This is an optimization exercise on Yosys and OpenROAD, whose aim is small area and a short achievable clock period, not a production implementation. Function was checked by simulation only, so behaviour that the tests miss may differ from the original. Power and IR drop assume default switching activity.

==> wip/ember <==
==> flow/design.v <==
module arm(
	input  logic        clk, reset,
	output logic [31:0] PC,
	input  logic [31:0] Instr,
	output logic        MemWrite,
	output logic [31:0] ALUResult,
	output logic [31:0] WriteData,
	input  logic [31:0] ReadData,
	output logic [3:0]  byteEnable);
	logic [1:0] op;
	logic       isMH, isDP, isLS, isB, dpImm, dpReg;
	logic       mask, RegW, MemW, MemtoReg, link, PCS;
	logic [1:0] enSel;      
	logic       loadSigned;
	logic       fN, fZ, fC, fV;    
	assign op    = Instr[27:26];
	assign isMH  = (op == 2'b00) & ~Instr[25] & Instr[7] & Instr[4];
	assign isDP  = (op == 2'b00) & ~isMH;
	assign isLS  = (op == 2'b01);
	assign isB   = (op == 2'b10);
	assign dpImm = (op == 2'b00) & Instr[25];
	assign dpReg = isDP & ~Instr[25];
	assign mask  = ~(Instr[24] & ~Instr[23]);
	assign RegW = (isDP & mask)
	            | (isMH & mask & (~Instr[5] | Instr[20]))
	            | (isLS & Instr[20])
	            | (isB & Instr[24]);
	assign MemW = (isMH & Instr[5] & ~Instr[20]) | (isLS & ~Instr[20]);
	assign MemtoReg = (isMH & (~Instr[5] | Instr[20])) | (isLS & Instr[20]);
	assign link = isB & Instr[24];
	assign PCS  = isB | (RegW & (Instr[15:12] == 4'b1111));
	assign enSel = isMH ? {1'b0, Instr[5]} : (isLS & Instr[22]) ? 2'b00 : 2'b10;
	assign loadSigned = isMH & (~Instr[5] | Instr[6]);
	assign fN = isDP & (Instr[20] | (Instr[24:23] == 2'b10));
	assign fZ = fN;
	assign fC = fN;
	assign fV = isDP & (Instr[24:22] == 3'b101);
	logic flagN, flagZ, flagC, flagV;
	logic aluN, aluZ, aluC, aluV;
	logic CondEx;
	always_ff @(posedge clk, posedge reset)
		if (reset) begin
			flagN <= 1'b0; flagZ <= 1'b0; flagC <= 1'b0; flagV <= 1'b0;
		end else begin
			if (fN) flagN <= aluN;
			if (fZ) flagZ <= aluZ;
			if (fC) flagC <= aluC;
			if (fV) flagV <= aluV;
		end
	always_comb
		case (Instr[31:28])
		4'b0000: CondEx = flagZ;
		4'b0001: CondEx = ~flagZ;
		4'b0010: CondEx = flagC;
		4'b0011: CondEx = ~flagC;
		4'b0100: CondEx = flagN;
		4'b0101: CondEx = ~flagN;
		4'b0110: CondEx = flagV;
		4'b0111: CondEx = ~flagV;
		4'b1000: CondEx = flagC & ~flagZ;
		4'b1001: CondEx = ~(flagC & ~flagZ);
		4'b1010: CondEx = (flagN == flagV);
		4'b1011: CondEx = (flagN != flagV);
		4'b1100: CondEx = ~flagZ & (flagN == flagV);
		4'b1101: CondEx = ~(~flagZ & (flagN == flagV));
		4'b1110: CondEx = 1'b1;
		default: CondEx = 1'b0;
		endcase
	logic RegWrite, PCSrc;
	assign RegWrite = RegW & CondEx;
	assign MemWrite = MemW & CondEx;
	assign PCSrc    = PCS & CondEx;
	logic [31:3] pcInc;
	logic [31:0] PCPlus4, PCPlus8, PCNext, Result;
	always_comb
		for (int i = 3; i < 32; i++) pcInc[i] = PC[i] ^ (&(PC[31:3] | ~((29'd1 << (i - 3)) - 29'd1)));
	assign PCPlus4 = PC[2] ? {pcInc, 1'b0, PC[1:0]} : {PC[31:3], 1'b1, PC[1:0]};
	assign PCPlus8 = {pcInc, PC[2:0]};
	assign PCNext  = PCSrc ? Result : PCPlus4;
	always_ff @(posedge clk, posedge reset)
		if (reset) PC <= 32'b0;
		else       PC <= PCNext;
	logic [31:0] rf [0:14];
	logic [3:0]  wa;
	logic [31:0] wd;
	assign wa = link ? 4'd14 : Instr[15:12];
	assign wd = link ? PCPlus4 : Result;
	always_ff @(posedge clk)
		if (RegWrite && wa != 4'b1111) rf[wa] <= wd;
	logic [15:0] decN, decD, decM, decS, sel1, sel2;
	logic [31:0] rd1, rd2;
	logic [4:0]  rd3;
	assign decN = 16'b1 << Instr[19:16];
	assign decD = 16'b1 << Instr[15:12];
	assign decM = 16'b1 << Instr[3:0];
	assign decS = 16'b1 << Instr[11:8];
	assign sel1 = isB ? 16'h8000 : decN;
	assign sel2 = MemW ? decD : decM;
	logic [15:0][31:0] rfw;
	for (genvar i = 0; i < 15; i++) begin : g_rfw
		assign rfw[i] = rf[i];
	end
	assign rfw[15] = PCPlus8;
	function automatic [31:0] rsel(input logic [15:0] sel, input logic [15:0][31:0] w);
		rsel = 32'b0;
		for (int i = 0; i < 16; i++) rsel = rsel | ({32{sel[i]}} & w[i]);
	endfunction
	logic [31:0] rd3w;
	assign rd1  = rsel(sel1, rfw);
	assign rd2  = rsel(sel2, rfw);
	assign rd3w = rsel(decS, rfw);
	assign rd3  = rd3w[4:0];
	logic        useImm;
	logic [31:0] imm, shIn, rot, srcB;
	logic [4:0]  s, amt;
	logic        kLSL, kLSR, kASR, kRRX, sNZ;
	logic [31:0] geS;   
	assign useImm = dpImm | isMH | isLS | isB;
	assign imm = dpImm ? {24'b0, Instr[7:0]} :
	             isB   ? {{6{Instr[23]}}, Instr[23:0], 2'b00} :
	             isLS  ? {20'b0, Instr[11:0]} :
	                     {24'b0, Instr[11:8], Instr[3:0]};
	assign shIn = useImm ? imm : rd2;
	assign s    = dpImm ? {Instr[11:8], 1'b0} : dpReg ? (Instr[4] ? rd3 : Instr[11:7]) : 5'd0;
	assign sNZ  = (s != 5'd0);
	assign kLSL = dpReg & (Instr[6:5] == 2'b00);
	assign kLSR = dpReg & (Instr[6:5] == 2'b01);
	assign kASR = dpReg & (Instr[6:5] == 2'b10);
	assign kRRX = dpReg & (Instr[6:5] == 2'b11) & ~Instr[4] & (Instr[11:7] == 5'd0);
	logic [4:0] negS;
	assign negS = {s[4] ^ (|s[3:0]), s[3] ^ (|s[2:0]), s[2] ^ (|s[1:0]), s[1] ^ s[0], s[0]};
	assign amt = kLSL ? negS : {4'b0, kRRX} | s;
	logic [31:0] r1, r2, r4, r8;
	assign r1  = amt[0] ? {shIn[0],  shIn[31:1]} : shIn;
	assign r2  = amt[1] ? {r1[1:0],  r1[31:2]}   : r1;
	assign r4  = amt[2] ? {r2[3:0],  r2[31:4]}   : r2;
	assign r8  = amt[3] ? {r4[7:0],  r4[31:8]}   : r4;
	assign rot = amt[4] ? {r8[15:0], r8[31:16]}  : r8;
	assign geS = 32'hFFFFFFFF << s;
	logic        kR, kRz, fb;
	logic [31:0] kill;
	assign kR  = kLSR | kASR;
	assign kRz = kR & ~sNZ;
	assign fb  = kASR & shIn[31] & sNZ;
	always_comb
		for (int j = 0; j < 32; j++)
			kill[j] = (kLSL & ~geS[j]) | (kR & ~geS[31 - j]) | kRz | ((j == 31) & kRRX);
	always_comb
		for (int j = 0; j < 32; j++)
			srcB[j] = kill[j] ? ((j == 31) ? (fb | (kRRX & flagC)) : fb) : rot[j];
	logic [3:0]  aluOp;
	assign aluOp = isDP ? Instr[24:21] : 4'h4;
	logic        invA, invB, useC, cin, subType, arith;
	logic [31:0] x, y, sum, g, p;
	logic        selG, selP, selY;
	logic        cout;
	assign arith   = (aluOp[3:1] == 3'b001) | (aluOp[3:2] == 2'b01) | (aluOp[3:1] == 3'b101);
	assign invA    = (aluOp == 4'h3) | (aluOp == 4'h7);
	assign invB    = (aluOp == 4'h2) | (aluOp == 4'h6) | (aluOp == 4'hA) | (aluOp == 4'hE) | (aluOp == 4'hF);
	assign subType = arith & (invA | invB);
	assign useC    = (aluOp == 4'h5) | (aluOp == 4'h6) | (aluOp == 4'h7);
	assign cin     = useC ? flagC : (aluOp == 4'h2) | (aluOp == 4'h3) | (aluOp == 4'hA);
	assign x = invA ? ~rd1 : rd1;
	assign g = x & y;
	assign p = x ^ y;
	assign y = invB ? ~srcB : srcB;
	logic [31:0] g0, g1, g2, g3, g4, g5, p1, p2, p3, p4;
	logic [32:0] c;
	assign g0 = {g[31:1], g[0] | (p[0] & cin)};
	for (genvar i = 0; i < 32; i++) begin : g_sk
		localparam int J1 = ((i >> 0) << 0) - 1;
		localparam int J2 = ((i >> 1) << 1) - 1;
		localparam int J3 = ((i >> 2) << 2) - 1;
		localparam int J4 = ((i >> 3) << 3) - 1;
		localparam int J5 = ((i >> 4) << 4) - 1;
		if ((i >> 0) & 1) begin : l1
			assign g1[i] = g0[i] | (p[i] & g0[J1]);
			assign p1[i] = p[i] & p[J1];
		end else begin : l1n
			assign g1[i] = g0[i];
			assign p1[i] = p[i];
		end
		if ((i >> 1) & 1) begin : l2
			assign g2[i] = g1[i] | (p1[i] & g1[J2]);
			assign p2[i] = p1[i] & p1[J2];
		end else begin : l2n
			assign g2[i] = g1[i];
			assign p2[i] = p1[i];
		end
		if ((i >> 2) & 1) begin : l3
			assign g3[i] = g2[i] | (p2[i] & g2[J3]);
			assign p3[i] = p2[i] & p2[J3];
		end else begin : l3n
			assign g3[i] = g2[i];
			assign p3[i] = p2[i];
		end
		if ((i >> 3) & 1) begin : l4
			assign g4[i] = g3[i] | (p3[i] & g3[J4]);
			assign p4[i] = p3[i] & p3[J4];
		end else begin : l4n
			assign g4[i] = g3[i];
			assign p4[i] = p3[i];
		end
		if ((i >> 4) & 1) begin : l5
			assign g5[i] = g4[i] | (p4[i] & g4[J5]);
		end else begin : l5n
			assign g5[i] = g4[i];
		end
	end
	assign c = {g5, cin};
	assign sum  = p ^ c[31:0];
	assign cout = c[32];
	assign selG = (aluOp == 4'h0) | (aluOp == 4'h8) | (aluOp == 4'hC) | (aluOp == 4'hE);
	assign selP = (aluOp == 4'h1) | (aluOp == 4'h9) | (aluOp == 4'hC) | arith;
	assign selY = (aluOp == 4'hD) | (aluOp == 4'hF);
	assign ALUResult = ((g & {32{selG}}) | (p & {32{selP}}) | (y & {32{selY}})) ^ (c[31:0] & {32{arith}});
	assign aluN = ALUResult[31];
	assign aluZ = (ALUResult == 32'b0);
	assign aluC = arith & (cout ^ subType);
	assign aluV = (x[31] == y[31]) & (sum[31] != x[31]);
	logic [1:0]  addr;
	logic [31:0] extRead;
	logic [7:0]  rbyte;
	logic [15:0] rhalf;
	assign addr = rd1[1:0] + Instr[1:0];
	always_comb
		case (enSel)
		2'b00:   byteEnable = 4'b0001 << addr;
		2'b01:   byteEnable = addr[1] ? 4'b1100 : 4'b0011;
		default: byteEnable = 4'b1111;
		endcase
	always_comb
		case (enSel)
		2'b00:   WriteData = rd2 << {addr, 3'b000};
		2'b01:   WriteData = rd2 << {addr[1], 4'b0000};
		default: WriteData = rd2;
		endcase
	assign rbyte = ReadData[{addr, 3'b000} +: 8];
	assign rhalf = addr[1] ? ReadData[31:16] : ReadData[15:0];
	always_comb
		case (enSel)
		2'b00:   extRead = {{24{loadSigned & rbyte[7]}}, rbyte};
		2'b01:   extRead = {{16{loadSigned & rhalf[15]}}, rhalf};
		default: extRead = ReadData;
		endcase
	assign Result = MemtoReg ? extRead : ALUResult;
endmodule
==> flow/flow/run.sh <==
#!/bin/bash
# Standard ORFS layout with these changes:
#  - Yosys's full/half-adder extraction is skipped (ADDER_MAP_FILE empty), so
#    ABC maps the adders and XORs itself;
#  - every port still gets a buffer, but a plain buf_2 instead of the delay
#    cell buffer_ports picks on its own;
set -euo pipefail
bash standard.sh ADDER_MAP_FILE= SETUP_SLACK_MARGIN=6.5 \
  "BUFFER_PORTS_ARGS=-buffer_cell sky130_fd_sc_hd__buf_2" finish > make_finish.log 2>&1
==> flow/standard.sh <==
#!/bin/bash
# synth_recipe.tcl (not shown) runs the flow's synth.tcl, then flattens the netlist and writes it again
# the make line also repeats each setting of config.mk as NAME=value (left out here)
make -C /OpenROAD-flow-scripts/flow DESIGN_CONFIG=/design/flow/config.mk WORK_HOME=/design/flow/orfs CLKGATE_MAP_FILE= SYNTH_SCRIPT=/design/flow/synth_recipe.tcl "${@:-finish}"
==> flow/config.mk <==
export PLATFORM = sky130hd
export DESIGN_NAME = arm
export DESIGN_NICKNAME = arm
export VERILOG_FILES = /design/flow/design.v
export SDC_FILE = /design/flow/constraint.sdc
export NUM_CORES = 4
export LEC_CHECK = 0
export ABC_AREA = 1
export CAP_MARGIN = 30
export CORE_MARGIN = 2
export CORE_UTILIZATION = 45
export CTS_BUF_LIST = sky130_fd_sc_hd__clkbuf_16
export CTS_CLUSTER_DIAMETER = 60
export CTS_CLUSTER_SIZE = 14
export GPL_TIMING_DRIVEN = 0
export SETUP_SLACK_MARGIN = 5.0
export SLEW_MARGIN = 20
==> flow/constraint.sdc <==
create_clock -name core_clock -period 20.0 [get_ports {clk}]
set_input_delay 4.0000 -clock core_clock [delete_from_list [all_inputs] [get_ports {clk}]]
set_output_delay 4.0000 -clock core_clock [all_outputs]
set_load 0.01 [all_outputs]
==> wip/nickel: changes against wip/ember <==
--- a/flow/design.v
+++ b/flow/design.v
@@ -91,24 +91,22 @@
 	logic [31:0] rd1, rd2;
 	logic [4:0]  rd3;
-	assign decN = 16'b1 << Instr[19:16];
-	assign decD = 16'b1 << Instr[15:12];
-	assign decM = 16'b1 << Instr[3:0];
-	assign decS = 16'b1 << Instr[11:8];
+	always_comb begin
+		decN = 16'b0; decN[Instr[19:16]] = 1'b1;
+		decD = 16'b0; decD[Instr[15:12]] = 1'b1;
+		decM = 16'b0; decM[Instr[3:0]]   = 1'b1;
+		decS = 16'b0; decS[Instr[11:8]]  = 1'b1;
+	end
 	assign sel1 = isB ? 16'h8000 : decN;
 	assign sel2 = MemW ? decD : decM;
-	logic [15:0][31:0] rfw;
-	for (genvar i = 0; i < 15; i++) begin : g_rfw
-		assign rfw[i] = rf[i];
+	always_comb begin
+		rd1 = {32{sel1[15]}} & PCPlus8;
+		rd2 = {32{sel2[15]}} & PCPlus8;
+		rd3 = {5{decS[15]}} & PCPlus8[4:0];
+		for (int i = 0; i < 15; i++) begin
+			rd1 = rd1 | ({32{sel1[i]}} & rf[i]);
+			rd2 = rd2 | ({32{sel2[i]}} & rf[i]);
+			rd3 = rd3 | ({5{decS[i]}} & rf[i][4:0]);
+		end
 	end
-	assign rfw[15] = PCPlus8;
-	function automatic [31:0] rsel(input logic [15:0] sel, input logic [15:0][31:0] w);
-		rsel = 32'b0;
-		for (int i = 0; i < 16; i++) rsel = rsel | ({32{sel[i]}} & w[i]);
-	endfunction
-	logic [31:0] rd3w;
-	assign rd1  = rsel(sel1, rfw);
-	assign rd2  = rsel(sel2, rfw);
-	assign rd3w = rsel(decS, rfw);
-	assign rd3  = rd3w[4:0];
 	logic        useImm;
 	logic [31:0] imm, shIn, rot, srcB;
@@ -165,49 +163,24 @@
 	assign p = x ^ y;
 	assign y = invB ? ~srcB : srcB;
-	logic [31:0] g0, g1, g2, g3, g4, g5, p1, p2, p3, p4;
+	logic [31:0] gk [0:5];
+	logic [31:0] pk [0:5];
 	logic [32:0] c;
-	assign g0 = {g[31:1], g[0] | (p[0] & cin)};
-	for (genvar i = 0; i < 32; i++) begin : g_sk
-		localparam int J1 = ((i >> 0) << 0) - 1;
-		localparam int J2 = ((i >> 1) << 1) - 1;
-		localparam int J3 = ((i >> 2) << 2) - 1;
-		localparam int J4 = ((i >> 3) << 3) - 1;
-		localparam int J5 = ((i >> 4) << 4) - 1;
-		if ((i >> 0) & 1) begin : l1
-			assign g1[i] = g0[i] | (p[i] & g0[J1]);
-			assign p1[i] = p[i] & p[J1];
-		end else begin : l1n
-			assign g1[i] = g0[i];
-			assign p1[i] = p[i];
-		end
-		if ((i >> 1) & 1) begin : l2
-			assign g2[i] = g1[i] | (p1[i] & g1[J2]);
-			assign p2[i] = p1[i] & p1[J2];
-		end else begin : l2n
-			assign g2[i] = g1[i];
-			assign p2[i] = p1[i];
-		end
-		if ((i >> 2) & 1) begin : l3
-			assign g3[i] = g2[i] | (p2[i] & g2[J3]);
-			assign p3[i] = p2[i] & p2[J3];
-		end else begin : l3n
-			assign g3[i] = g2[i];
-			assign p3[i] = p2[i];
-		end
-		if ((i >> 3) & 1) begin : l4
-			assign g4[i] = g3[i] | (p3[i] & g3[J4]);
-			assign p4[i] = p3[i] & p3[J4];
-		end else begin : l4n
-			assign g4[i] = g3[i];
-			assign p4[i] = p3[i];
-		end
-		if ((i >> 4) & 1) begin : l5
-			assign g5[i] = g4[i] | (p4[i] & g4[J5]);
-		end else begin : l5n
-			assign g5[i] = g4[i];
-		end
+	always_comb begin
+		gk[0] = g;
+		pk[0] = p;
+		gk[0][0] = (x[0] & y[0]) | ((x[0] ^ y[0]) & cin);
+		for (int l = 0; l < 5; l++)
+			for (int i = 0; i < 32; i++)
+				if ((i >> l) & 1) begin
+					gk[l+1][i] = gk[l][i] | (pk[l][i] & gk[l][((i >> l) << l) - 1]);
+					pk[l+1][i] = pk[l][i] & pk[l][((i >> l) << l) - 1];
+				end else begin
+					gk[l+1][i] = gk[l][i];
+					pk[l+1][i] = pk[l][i];
+				end
+		c[0] = cin;
+		for (int i = 0; i < 32; i++) c[i+1] = gk[5][i];
 	end
-	assign c = {g5, cin};
-	assign sum  = p ^ c[31:0];
+	assign sum  = pk[0] ^ c[31:0];
 	assign cout = c[32];
 	assign selG = (aluOp == 4'h0) | (aluOp == 4'h8) | (aluOp == 4'hC) | (aluOp == 4'hE);
==> flow/flow/run.sh (replaced) <==
#!/bin/bash
# Standard ORFS layout with these changes:
#  - Yosys's full/half-adder extraction is skipped (ADDER_MAP_FILE empty), so
#    ABC maps the adders and XORs itself;
#  - ABC maps with flow/abc_map.script (via flow/my_synth.tcl, which then runs
#    the standard flow's own synthesis script unchanged);
#  - every port still gets a buffer, but a plain buf_2 instead of the delay
#    cell buffer_ports picks on its own.
set -euo pipefail
export MY_ABC_SCRIPT=$PWD/flow/abc_map.script
export FLOW_SYNTH_TCL=$PWD/synth_recipe.tcl
bash standard.sh ADDER_MAP_FILE= SYNTH_SCRIPT=$PWD/flow/my_synth.tcl \
  "BUFFER_PORTS_ARGS=-buffer_cell sky130_fd_sc_hd__buf_2" finish > make_finish.log 2>&1
==> flow/flow/abc_map.script (new file) <==
strash
&get -n
&dch -f
&nf
&put
buffer -c
topo
stime -c
upsize -c
dnsize -c
==> flow/flow/my_synth.tcl (new file) <==
# The standard flow's synthesis script unchanged, except that ABC's combinational
# mapping uses flow/abc_map.script instead of ORFS's abc_speed/abc_area.
proc abc {args} {
  set i [lsearch -exact $args -script]
  if {$i >= 0} { lset args [expr {$i + 1}] $::env(MY_ABC_SCRIPT) }
  yosys abc {*}$args
}
source $::env(FLOW_SYNTH_TCL)
CTS_BUF_LIST = default   (was sky130_fd_sc_hd__clkbuf_16)
CTS_CLUSTER_DIAMETER = default   (was 60)
CTS_CLUSTER_SIZE = default   (was 14)
==> wip/onyx: changes against wip/ember <==
--- a/flow/design.v
+++ b/flow/design.v
@@ -91,24 +91,22 @@
 	logic [31:0] rd1, rd2;
 	logic [4:0]  rd3;
-	assign decN = 16'b1 << Instr[19:16];
-	assign decD = 16'b1 << Instr[15:12];
-	assign decM = 16'b1 << Instr[3:0];
-	assign decS = 16'b1 << Instr[11:8];
+	always_comb begin
+		decN = 16'b0; decN[Instr[19:16]] = 1'b1;
+		decD = 16'b0; decD[Instr[15:12]] = 1'b1;
+		decM = 16'b0; decM[Instr[3:0]]   = 1'b1;
+		decS = 16'b0; decS[Instr[11:8]]  = 1'b1;
+	end
 	assign sel1 = isB ? 16'h8000 : decN;
 	assign sel2 = MemW ? decD : decM;
-	logic [15:0][31:0] rfw;
-	for (genvar i = 0; i < 15; i++) begin : g_rfw
-		assign rfw[i] = rf[i];
+	always_comb begin
+		rd1 = {32{sel1[15]}} & PCPlus8;
+		rd2 = {32{sel2[15]}} & PCPlus8;
+		rd3 = {5{decS[15]}} & PCPlus8[4:0];
+		for (int i = 0; i < 15; i++) begin
+			rd1 = rd1 | ({32{sel1[i]}} & rf[i]);
+			rd2 = rd2 | ({32{sel2[i]}} & rf[i]);
+			rd3 = rd3 | ({5{decS[i]}} & rf[i][4:0]);
+		end
 	end
-	assign rfw[15] = PCPlus8;
-	function automatic [31:0] rsel(input logic [15:0] sel, input logic [15:0][31:0] w);
-		rsel = 32'b0;
-		for (int i = 0; i < 16; i++) rsel = rsel | ({32{sel[i]}} & w[i]);
-	endfunction
-	logic [31:0] rd3w;
-	assign rd1  = rsel(sel1, rfw);
-	assign rd2  = rsel(sel2, rfw);
-	assign rd3w = rsel(decS, rfw);
-	assign rd3  = rd3w[4:0];
 	logic        useImm;
 	logic [31:0] imm, shIn, rot, srcB;
@@ -165,49 +163,24 @@
 	assign p = x ^ y;
 	assign y = invB ? ~srcB : srcB;
-	logic [31:0] g0, g1, g2, g3, g4, g5, p1, p2, p3, p4;
+	logic [31:0] gk [0:5];
+	logic [31:0] pk [0:5];
 	logic [32:0] c;
-	assign g0 = {g[31:1], g[0] | (p[0] & cin)};
-	for (genvar i = 0; i < 32; i++) begin : g_sk
-		localparam int J1 = ((i >> 0) << 0) - 1;
-		localparam int J2 = ((i >> 1) << 1) - 1;
-		localparam int J3 = ((i >> 2) << 2) - 1;
-		localparam int J4 = ((i >> 3) << 3) - 1;
-		localparam int J5 = ((i >> 4) << 4) - 1;
-		if ((i >> 0) & 1) begin : l1
-			assign g1[i] = g0[i] | (p[i] & g0[J1]);
-			assign p1[i] = p[i] & p[J1];
-		end else begin : l1n
-			assign g1[i] = g0[i];
-			assign p1[i] = p[i];
-		end
-		if ((i >> 1) & 1) begin : l2
-			assign g2[i] = g1[i] | (p1[i] & g1[J2]);
-			assign p2[i] = p1[i] & p1[J2];
-		end else begin : l2n
-			assign g2[i] = g1[i];
-			assign p2[i] = p1[i];
-		end
-		if ((i >> 2) & 1) begin : l3
-			assign g3[i] = g2[i] | (p2[i] & g2[J3]);
-			assign p3[i] = p2[i] & p2[J3];
-		end else begin : l3n
-			assign g3[i] = g2[i];
-			assign p3[i] = p2[i];
-		end
-		if ((i >> 3) & 1) begin : l4
-			assign g4[i] = g3[i] | (p3[i] & g3[J4]);
-			assign p4[i] = p3[i] & p3[J4];
-		end else begin : l4n
-			assign g4[i] = g3[i];
-			assign p4[i] = p3[i];
-		end
-		if ((i >> 4) & 1) begin : l5
-			assign g5[i] = g4[i] | (p4[i] & g4[J5]);
-		end else begin : l5n
-			assign g5[i] = g4[i];
-		end
+	always_comb begin
+		gk[0] = g;
+		pk[0] = p;
+		gk[0][0] = (x[0] & y[0]) | ((x[0] ^ y[0]) & cin);
+		for (int l = 0; l < 5; l++)
+			for (int i = 0; i < 32; i++)
+				if ((i >> l) & 1) begin
+					gk[l+1][i] = gk[l][i] | (pk[l][i] & gk[l][((i >> l) << l) - 1]);
+					pk[l+1][i] = pk[l][i] & pk[l][((i >> l) << l) - 1];
+				end else begin
+					gk[l+1][i] = gk[l][i];
+					pk[l+1][i] = pk[l][i];
+				end
+		c[0] = cin;
+		for (int i = 0; i < 32; i++) c[i+1] = gk[5][i];
 	end
-	assign c = {g5, cin};
-	assign sum  = p ^ c[31:0];
+	assign sum  = pk[0] ^ c[31:0];
 	assign cout = c[32];
 	assign selG = (aluOp == 4'h0) | (aluOp == 4'h8) | (aluOp == 4'hC) | (aluOp == 4'hE);
--- a/flow/flow/run.sh
+++ b/flow/flow/run.sh
@@ -6,4 +6,4 @@
 #    cell buffer_ports picks on its own;
 set -euo pipefail
-bash standard.sh ADDER_MAP_FILE= SETUP_SLACK_MARGIN=6.5 \
+bash standard.sh ADDER_MAP_FILE= SETUP_SLACK_MARGIN=6.0 \
   "BUFFER_PORTS_ARGS=-buffer_cell sky130_fd_sc_hd__buf_2" finish > make_finish.log 2>&1
CTS_BUF_LIST = sky130_fd_sc_hd__clkbuf_8   (was sky130_fd_sc_hd__clkbuf_16)
CTS_CLUSTER_DIAMETER = default   (was 60)
CTS_CLUSTER_SIZE = default   (was 14)
==> reports/results.md <==
| Quantity | This run | Unit |
|---|---|---|
| Status | timing/DRC/antenna clean | - |
| Fraction of the yosys area taken by sequential cells | 48.2 | % |
| Internal reg-to-reg setup slack | 10.45 | ns |
| Worst setup skew after layout | 0.0292 | ns |
| Layout cell share with drive strength beyond 1 | 21.4 | % |
| Grt met2 use | 67.0 | % |
| Met3 WL post-DR | 28200 | microns |
| Normalized max-slew margin | 22.2 | % |
| Commonest non-fill, non-tap cells in the layout | 480 x edfxtp_1, 282 x nand2_1, 202 x nor2_1 | - |
| Cells after Synth | 3073 | - |
| Final-layout non-clock buffer area share | 10.4 | % |
| Worst Tran Pin Value | 1.16 | ns |
| Crit Reg-Reg Endpoint | rf[6][14] | - |
| Part of the power in registers | 32.1 | % |
Source of the figures above: wip/nickel

==> reports/results.md <==
| Quantity | This run | Unit |
|---|---|---|
| Status | timing/DRC/antenna clean | - |
| Crit Reg-Reg Endpoint | rf[4][30] | - |
| Grt met2 use | 70.3 | % |
| Layout cell share with drive strength beyond 1 | 14.9 | % |
| Final-layout non-clock buffer area share | 8.55 | % |
| Normalized max-slew margin | 24.1 | % |
| Cells after Synth | 4602 | - |
| Worst setup skew after layout | 0.0595 | ns |
| Worst Tran Pin Value | 1.14 | ns |
| Part of the power in registers | 34.0 | % |
| Cell depth of the worst setup path | 28 | - |
| Fraction of the yosys area taken by sequential cells | 43.7 | % |
Source of the figures above: wip/onyx

==> reports/results.md <==
| Quantity | This run | Unit |
|---|---|---|
| Layout cell share with drive strength beyond 1 | 18.8 | % |
| Internal reg-to-reg setup slack | 12.28 | ns |
| Part of the power in registers | 32.7 | % |
| Met3 WL post-DR | 36300 | microns |
| Dominant combinational cell family by area after synthesis | simple AND/OR/NAND/NOR gates | - |
| Worst setup skew after layout | 0.0415 | ns |
| Final-layout non-clock buffer area share | 10.8 | % |
| Status | timing/DRC/antenna clean | - |
| Normalized max-slew margin | 27.3 | % |
| Fraction of the yosys area taken by sequential cells | 42.9 | % |
| Commonest non-fill, non-tap cells in the layout | 1145 x nand2_1, 485 x nand3_1, 480 x edfxtp_1 | - |
| Grt met2 use | 75.9 | % |
Source of the figures above: wip/ember

==> separate check: timing with driven ports <==
In the flow no input, the clock included, has a driving cell. The finished layouts below were timed again as built, in two steps. Step 1 assumes that a clkbuf_16 drives the clock port and a buf_2 every other input. Step 2 adds t to the input delays and takes it off the output delays; t is the mean of the earliest and latest rising clock arrival at the registers after step 1. Input paths then give back, and output paths get back, about the clock's delay inside the block. Slacks: ideal ports / drivers / drivers and shift; pairs: ideal ports / drivers.
run	shift t [ns]	setup WS [ns]	cell pins on the clock port's net
wip/ember	0.706	6.361 / 6.341 / 6.341	1
wip/nickel	0.681	4.958 / 4.921 / 4.921	1
wip/onyx	0.778	5.930 / 5.899 / 5.899	1
After both steps every run listed still meets setup and hold. For wip/nickel, which loses most, drivers alone change the setup slack by -0.037 ns; drivers and shift together by -0.037 ns.
